Context: an optimization exercise on an open-source flow, tuned for small area, a short achievable clock period and few clock cycles per item. The choices shown serve that exercise and are no tape-out recipe. Function was checked by simulation only, so behaviour that the tests miss may differ from the original.

==> v16 <==
==> flow/design.v (excerpt) <==
module layernorm #(
  parameter DIM = 64
) (
  input  wire        clk_i,
  input  wire        rst_i,
  input  wire        start_i,
  input  wire [DIM*16-1:0] x_i,
  output reg  [5:0]  w_sel_o,
  output reg  [6:0]  w_addr_o,
  input  wire [7:0]  w_data_i,
  input  wire [5:0]  gamma_sel_i,
  input  wire [15:0] gamma_scale_i,
  input  wire [15:0] beta_scale_i,
  output reg  [DIM*16-1:0] y_o,
  output reg               done_o,
  output reg               busy_o
);
  reg  [7:0]  k;
  reg  [4:0]  jsel;
  reg         sum_ph;     
  reg         d_ph;       
  reg         norm_ph;    
  reg         gam_ph;     
  reg  [15:0] xr_a, xr_b;
  reg  [15:0] acc;
  reg  [15:0] d_r;
  reg  [15:0] sq_a, sq_b;
  reg  [15:0] neg_mean;
  reg  [15:0] inv_std;
  reg  [15:0] scale_r;
  reg  [7:0]  wd_r;
  wire [15:0] x_a = x_i[jsel*32      +: 16];
  wire [15:0] x_b = x_i[jsel*32 + 16 +: 16];
  wire [15:0] d_a, d_b;
  fp16_add_comb u_sub_a (.a_i(xr_a), .b_i(neg_mean), .sum_o(d_a));
  fp16_add_comb u_sub_b (.a_i(xr_b), .b_i(neg_mean), .sum_o(d_b));
  wire [15:0] deq_fp16;
  fp16_from_int8 u_deq (.val_i(wd_r), .fp16_o(deq_fp16));
  ...
==> flow/config.mk <==
export PLATFORM = sky130hd
export DESIGN_NAME = layernorm
export DESIGN_NICKNAME = layernorm
export VERILOG_FILES = /design/flow/design.v
export SDC_FILE = /design/flow/constraint.sdc
export NUM_CORES = 4
export LEC_CHECK = 0
export ABC_AREA = 1
export CAP_MARGIN = 30
export CELL_PAD_IN_SITES_DETAIL_PLACEMENT = 0
export CELL_PAD_IN_SITES_GLOBAL_PLACEMENT = 0
export CORE_AREA = 4 4 1096 341
export DIE_AREA = 0 0 1100 345
export PLACE_DENSITY = 0.55
export SETUP_SLACK_MARGIN = 3
export SLEW_MARGIN = 30
export SYNTH_MEMORY_MAX_BITS = 16384
==> flow/constraint.sdc <==
create_clock -name core_clock -period 65.0 [get_ports {clk_i}]
set_input_delay 13.0000 -clock core_clock [delete_from_list [all_inputs] [get_ports {clk_i}]]
set_output_delay 13.0000 -clock core_clock [all_outputs]
set_load 0.01 [all_outputs]
standard.sh (not shown) runs the stock make flow with config.mk's settings and CLKGATE_MAP_FILE= SYNTH_SCRIPT=/design/flow/synth_recipe.tcl, a recipe that flattens the netlist after the stock synthesis.
==> flow/flow/run.sh <==
#!/bin/bash
# The standard layout (standard.sh, unchanged synthesis and SDC), with
#  - every input and output port still buffered, with a plain buf_1 instead
#    of the delay buffer buffer_ports picks by default.
# The clock period and constraints are the design's.
set -euo pipefail
MARGIN=$(cat flow/margin.txt)
bash standard.sh SETUP_SLACK_MARGIN=$MARGIN \
  "BUFFER_PORTS_ARGS=-buffer_cell sky130_fd_sc_hd__buf_1" finish > standard.log 2>&1
==> flow/flow/margin.txt <==
49
==> v12: changes against v16 <==
--- a/flow/config.mk
+++ b/flow/config.mk
@@ -7,11 +7,11 @@
 export LEC_CHECK = 0
 export ABC_AREA = 1
 export CAP_MARGIN = 30
-export CELL_PAD_IN_SITES_DETAIL_PLACEMENT = 0
-export CELL_PAD_IN_SITES_GLOBAL_PLACEMENT = 0
+export CELL_PAD_IN_SITES_DETAIL_PLACEMENT = 1
+export CELL_PAD_IN_SITES_GLOBAL_PLACEMENT = 2
 export CORE_AREA = 4 4 1096 341
 export DIE_AREA = 0 0 1100 345
-export PLACE_DENSITY = 0.55
+export PLACE_DENSITY = 0.35
 export SETUP_SLACK_MARGIN = 3
 export SLEW_MARGIN = 30
 export SYNTH_MEMORY_MAX_BITS = 16384
==> v10: changes against v16 <==
==> flow/flow/margin.txt (replaced) <==
50
==> flow/config.mk (replaced) <==
export PLATFORM = sky130hd
export DESIGN_NAME = layernorm
export DESIGN_NICKNAME = layernorm
export VERILOG_FILES = /design/flow/design.v
export SDC_FILE = /design/flow/constraint.sdc
export NUM_CORES = 4
export LEC_CHECK = 0
export ABC_AREA = 1
export CAP_MARGIN = 20
export CELL_PAD_IN_SITES_DETAIL_PLACEMENT = 1
export CELL_PAD_IN_SITES_GLOBAL_PLACEMENT = 2
export CORE_AREA = 4 4 1096 341
export DIE_AREA = 0 0 1100 345
export PLACE_DENSITY = 0.35
export SETUP_SLACK_MARGIN = 3
export SLEW_MARGIN = 20
export SYNTH_MEMORY_MAX_BITS = 16384
==> run notes <==
The highest hold slack belongs to v16, the lowest to v12.
The lowest register-to-register slack belongs to v16, the highest to v10.
In synthesized cell count, v16 and v10 do not differ.
==> figures <==
| metric | v12 | v16 | v10 |
|---|---|---|---|
| Result of the run | finished clean | finished clean | finished clean |
| Area overhead of the layout relative to synthesis | 35.1% | 32.7% | 40.0% |
| Detailed-routed wire length on met3 | 54.2 mm | 67.3 mm | 47.6 mm |
| Placed inst area | 0.0909 mm2 | 0.0905 mm2 | 0.0908 mm2 |
| Worst setup path end | neg_mean[2]$_SDFFCE_PP0P_ | neg_mean[4]$_SDFFCE_PP0P_ | neg_mean[2]$_SDFFCE_PP0P_ |
| Fillers | 44700 | 40700 | 44800 |
| Capturing point of the worst reg2reg path | neg_mean[2]$_SDFFCE_PP0P_ | neg_mean[4]$_SDFFCE_PP0P_ | neg_mean[2]$_SDFFCE_PP0P_ |
| Finished Layout Cells | 18200 | 18100 | 18400 |
| Transition time at the pin with the least slew margin | 1.38 ns | 1.23 ns | 1.30 ns |
Testbench counts of v16, summed over its fixed seeds: cycles 33,800, items 256.
Testbench counts of v12, summed over its fixed seeds: cycles 33,800, items 256.
Testbench counts of v10, summed over its fixed seeds: cycles 33,800, items 256.

==> build 72: inputs <==
Another version of the RTL of layernorm (not shown whole).
export LEC_CHECK = 0
export ABC_AREA = 1
export CAP_MARGIN = 20
export CELL_PAD_IN_SITES_DETAIL_PLACEMENT = 1
export CELL_PAD_IN_SITES_GLOBAL_PLACEMENT = 2
export CORE_AREA = 4 4 1096 341
export DIE_AREA = 0 0 1100 345
export PLACE_DENSITY = 0.35
export SETUP_SLACK_MARGIN = 3
export SLEW_MARGIN = 20
export SYNTH_MEMORY_MAX_BITS = 16384
create_clock -name core_clock -period 65.0 [get_ports {clk_i}]
==> flow/flow/margin.txt <==
49
Scripts as last shown in full above: flow/flow/run.sh
==> trial 56 (differences from build 72) <==
--- a/flow/design.v
+++ b/flow/design.v
@@ -321,40 +321,43 @@
   assign s179 = (a_full[9] & b_full[10]) ^ (a_full[10] & b_full[9]) ^ c144;
   assign c180 = ((a_full[9] & b_full[10]) & (a_full[10] & b_full[9])) | ((a_full[9] & b_full[10]) & c144) | ((a_full[10] & b_full[9]) & c144);
   wire [21:0] row0 = {1'b0, (a_full[10] & b_full[10]), s179, s177, s175, s173, s171, s169, s167, s165, s163, s161, s159, s157, s155, s153, s151, s149, s147, s145, (a_full[0] & b_full[1]), (a_full[0] & b_full[0])};
   wire [21:0] row1 = {1'b0, c180, c178, c176, c174, c172, c170, c168, c166, c164, c162, c160, c158, c156, c154, c152, c150, c148, c146, (a_full[2] & b_full[0]), (a_full[1] & b_full[0]), 1'b0};
   wire [21:0] mant_prod = row0 + row1;
   wire signed [7:0] exp_raw = $signed({1'b0, a_exp}) + $signed({1'b0, b_exp}) - 8'sd15;
-  wire norm_shift = mant_prod[21];
-  wire [9:0] trunc_mant = norm_shift ? mant_prod[20:11] : mant_prod[19:10];
-  wire       guard_bit  = norm_shift ? mant_prod[10]     : mant_prod[9];
-  wire       round_bit  = norm_shift ? mant_prod[9]      : mant_prod[8];
-  wire       sticky_bit = norm_shift ? |mant_prod[8:0]   : |mant_prod[7:0];
-  wire round_up = guard_bit & (round_bit | sticky_bit | trunc_mant[0]);
-  wire [10:0] rounded = {1'b0, trunc_mant} + {10'd0, round_up};
-  wire round_ovf = rounded[10];
-  wire signed [7:0] final_exp = exp_raw + {7'd0, norm_shift} + {7'd0, round_ovf};
-  wire [15:0] normal_result = {res_sign, final_exp[4:0], rounded[9:0]};
+  wire       ns = mant_prod[21];
+  wire       rup1 = mant_prod[10] & (mant_prod[9] | (|mant_prod[8:0]) | mant_prod[11]);
+  wire       rup0 = mant_prod[9]  & (mant_prod[8] | (|mant_prod[7:0]) | mant_prod[10]);
+  wire [10:0] rnd1 = {1'b0, mant_prod[20:11]} + {10'd0, rup1};
+  wire [10:0] rnd0 = {1'b0, mant_prod[19:10]} + {10'd0, rup0};
+  wire signed [7:0] fe0 = exp_raw;
+  wire signed [7:0] fe1 = exp_raw + 8'sd1;
+  wire signed [7:0] fe2 = exp_raw + 8'sd2;
+  wire rs2 = ns & rnd1[10];
+  wire rs1 = ns ? ~rnd1[10] : rnd0[10];
+  wire [4:0] fexp = rs2 ? fe2[4:0] : rs1 ? fe1[4:0] : fe0[4:0];
+  wire uflow = rs2 ? (fe2 <= 8'sd0) : rs1 ? (fe1 <= 8'sd0) : (fe0 <= 8'sd0);
+  wire oflow = rs2 ? (fe2 >= 8'sd31) : rs1 ? (fe1 >= 8'sd31) : (fe0 >= 8'sd31);
+  wire [9:0] fman = ns ? rnd1[9:0] : rnd0[9:0];
+  wire [15:0] normal_result = {res_sign, fexp, fman};
   wire [15:0] inf_result    = {res_sign, 5'd31, 10'd0};
   wire [15:0] nan_result    = 16'h7E00;
   wire [15:0] zero_result   = {res_sign, 15'd0};
-  wire exp_overflow  = (final_exp >= 8'sd31);
-  wire exp_underflow = (final_exp <= 8'sd0);
   reg [15:0] result;
   always @(*) begin
     if (a_is_nan || b_is_nan) begin
       result = nan_result;
     end else if ((a_is_inf && b_is_zero) || (b_is_inf && a_is_zero)) begin
       result = nan_result;
     end else if (a_is_inf || b_is_inf) begin
       result = inf_result;
     end else if (a_is_zero || b_is_zero) begin
       result = zero_result;
-    end else if (exp_underflow) begin
+    end else if (uflow) begin
       result = zero_result;
-    end else if (exp_overflow) begin
+    end else if (oflow) begin
       result = inf_result;
     end else begin
       result = normal_result;
     end
   end
   assign prod_o = result;
@@ -691,12 +694,13 @@
   reg         sum_ph;     
   reg         d_ph;       
   reg         norm_ph;    
   reg         gam_ph;     
   reg  [15:0] xr_a, xr_b;
   reg  [15:0] acc;
+  reg  [15:0] d_r;
   reg  [15:0] sq_a, sq_b;
   reg  [15:0] neg_mean;
   reg  [15:0] inv_std;
   reg  [15:0] scale_r;
   reg  [7:0]  wd_r;
   wire [15:0] x_a = x_i[jsel*32      +: 16];
@@ -705,20 +709,20 @@
   fp16_add_comb u_sub_a (.a_i(xr_a), .b_i(neg_mean), .sum_o(d_a));
   fp16_add_comb u_sub_b (.a_i(xr_b), .b_i(neg_mean), .sum_o(d_b));
   wire [15:0] deq_fp16;
   fp16_from_int8 u_deq (.val_i(wd_r), .fp16_o(deq_fp16));
   wire [15:0] gamma_tap = y_o[15:0];
   wire [15:0] m_g, m_a, m_b;
-  fp16_mul_comb u_mul_g (.a_i(norm_ph ? acc : deq_fp16), .b_i(norm_ph ? inv_std : scale_r), .prod_o(m_g));
+  fp16_mul_comb u_mul_g (.a_i(norm_ph ? d_r : deq_fp16), .b_i(norm_ph ? inv_std : scale_r), .prod_o(m_g));
   fp16_mul_comb u_mul_a (.a_i(norm_ph ? m_g : d_a), .b_i(norm_ph ? gamma_tap : d_a), .prod_o(m_a));
   fp16_mul_comb u_mul_b (.a_i(norm_ph ? deq_fp16 : d_b), .b_i(norm_ph ? scale_r : d_b), .prod_o(m_b));
   wire [15:0] p_a = sum_ph ? xr_a : sq_a;
   wire [15:0] p_b = sum_ph ? xr_b : sq_b;
   wire [15:0] c1, c2;
   fp16_add_comb u_add1 (.a_i(acc), .b_i(p_a), .sum_o(c1));
-  fp16_add_comb u_add2 (.a_i(norm_ph ? sq_a : c1), .b_i(p_b), .sum_o(c2));
+  fp16_add_comb u_add2 (.a_i(c1), .b_i(p_b), .sum_o(c2));
   wire [15:0] mean_w;
   fp16_mul_comb u_mean (.a_i(c2), .b_i(INV_N), .prod_o(mean_w));
   wire [15:0] var_w;
   fp16_mul_comb u_var (.a_i(acc), .b_i(INV_N), .prod_o(var_w));
   wire [15:0] rsq;
   fp16_rsqrt_comb u_rsqrt (.val_i(var_w), .result_o(rsq));
@@ -727,14 +731,15 @@
   end
   always @(posedge clk_i) begin
     xr_a <= x_a;
     xr_b <= x_b;
     wd_r <= w_data_i;
     if (k == 8'd0 || k == 8'd32 || k == 8'd33) acc <= 16'd0;
-    else if (d_ph) acc <= k[0] ? d_b : d_a;
+    else if (d_ph) acc <= 16'h8000;
     else acc <= c2;
+    d_r <= k[0] ? d_b : d_a;
     if (k == 8'd32) neg_mean <= {~mean_w[15], mean_w[14:0]};
     if (k == 8'd66) inv_std <= rsq;
     sq_a <= m_a;
     sq_b <= m_b;
     if (k == 8'd0) scale_r <= gamma_scale_i;
     else if (k == 8'd66) scale_r <= beta_scale_i;
Settings changed: CELL_PAD_IN_SITES_DETAIL_PLACEMENT 1 to 0, CELL_PAD_IN_SITES_GLOBAL_PLACEMENT 2 to 0.
==> results.py <==
metrics = {
    "worst_hold_path": {
        "hold_end": "y_o[754]",
    },
    "routing": {
        "drtPass1Iterations": 6,
        "wl_per_cell_um": 30.2,
        "wl_met2_um": 201000,
    },
    "clock_tree": {
        "cts_sinks": 1210,
    },
    "finish": {
        "nFillCells": 40900,
        "final_cell_mix": "2110 x buf_1, 1679 x nand2_1, 1385 x nor2_1",
    },
    "place": {
        "dpl_cell_area_sq_mm": 0.0922,
    },
    "yosys": {
        "synth_common_cells": "1797 x nand2_1, 1456 x nor2_1, 1356 x inv_1",
        "synth.distinct_cells": 86,
        "netlist_area_sq_mm": 0.0783,
    },
    "global_route": {
        "grt_first_pass_wirelength_um": 729000,
        "grt_max_degree": 147,
    },
    "status": {
        "status": "no timing/DRC/antenna violations",
    },
    "critical_path": {
        "setup.worst_path.end": "sq_b[3]",
    },
    "floorplanning": {
        "start_util_pct": 21.5,
    },
}
Source of the figures above: trial 56

==> results.py <==
metrics = {
    "status": {
        "status": "no timing/DRC/antenna violations",
    },
    "yosys": {
        "synth.distinct_cells": 81,
        "synth_common_cells": "1787 x nand2_1, 1364 x nor2_1, 1280 x o21ai_0",
        "netlist_area_sq_mm": 0.0769,
    },
    "global_route": {
        "grt_first_pass_wirelength_um": 799000,
        "grt_max_degree": 144,
    },
    "finish": {
        "final_cell_mix": "2110 x buf_1, 1634 x nand2_1, 1257 x nor2_1",
        "nFillCells": 44800,
    },
    "routing": {
        "drtPass1Iterations": 5,
        "wl_per_cell_um": 32.8,
        "wl_met2_um": 222000,
    },
    "clock_tree": {
        "cts_sinks": 1194,
    },
    "worst_hold_path": {
        "hold_end": "y_o[584]",
    },
    "place": {
        "dpl_cell_area_sq_mm": 0.0913,
    },
    "floorplanning": {
        "start_util_pct": 21.0,
    },
}
Source of the figures above: build 72

Testbench counts of build 72, summed over its fixed seeds: cycles 33,800, items 256.
Testbench counts of trial 56, summed over its fixed seeds: cycles 33,800, items 256.

-- port drivers added, routing unchanged --
The flow's constraints put no driver on any port. The routed layouts listed below were extracted and timed again, unchanged, in two steps.
Step 1: set_driving_cell puts a clkbuf_16 on clk_i and a buf_2 on each other input, an assumption about the parent block.
Step 2 moves the port delays by t, midway between the first and last clock arrival at a register: inputs arrive t later, outputs are due t later. That takes back most of the time a late clock gives input paths.
a / b / c = no drivers / after step 1 / after step 2; a / b = the first two.
| run | t, ns | setup slack, ns | worst setup path after step 2 |
|---|---|---|---|
| v16 | 0.966 | 49.316 / 49.316 / 49.187 | input to register |
| v12 | 1.005 | 49.332 / 49.332 / 49.332 | register to register |
| v10 | 0.994 | 49.401 / 49.401 / 49.332 | input to register |
| build 72 | 0.998 | 48.347 / 48.347 / 48.347 | register to register |
| trial 56 | 0.972 | 49.487 / 49.487 / 48.985 | input to register |
After both steps every run listed still meets setup and hold. For trial 56, which loses most, drivers alone change the setup slack by 0.000 ns; drivers and shift together by -0.502 ns.
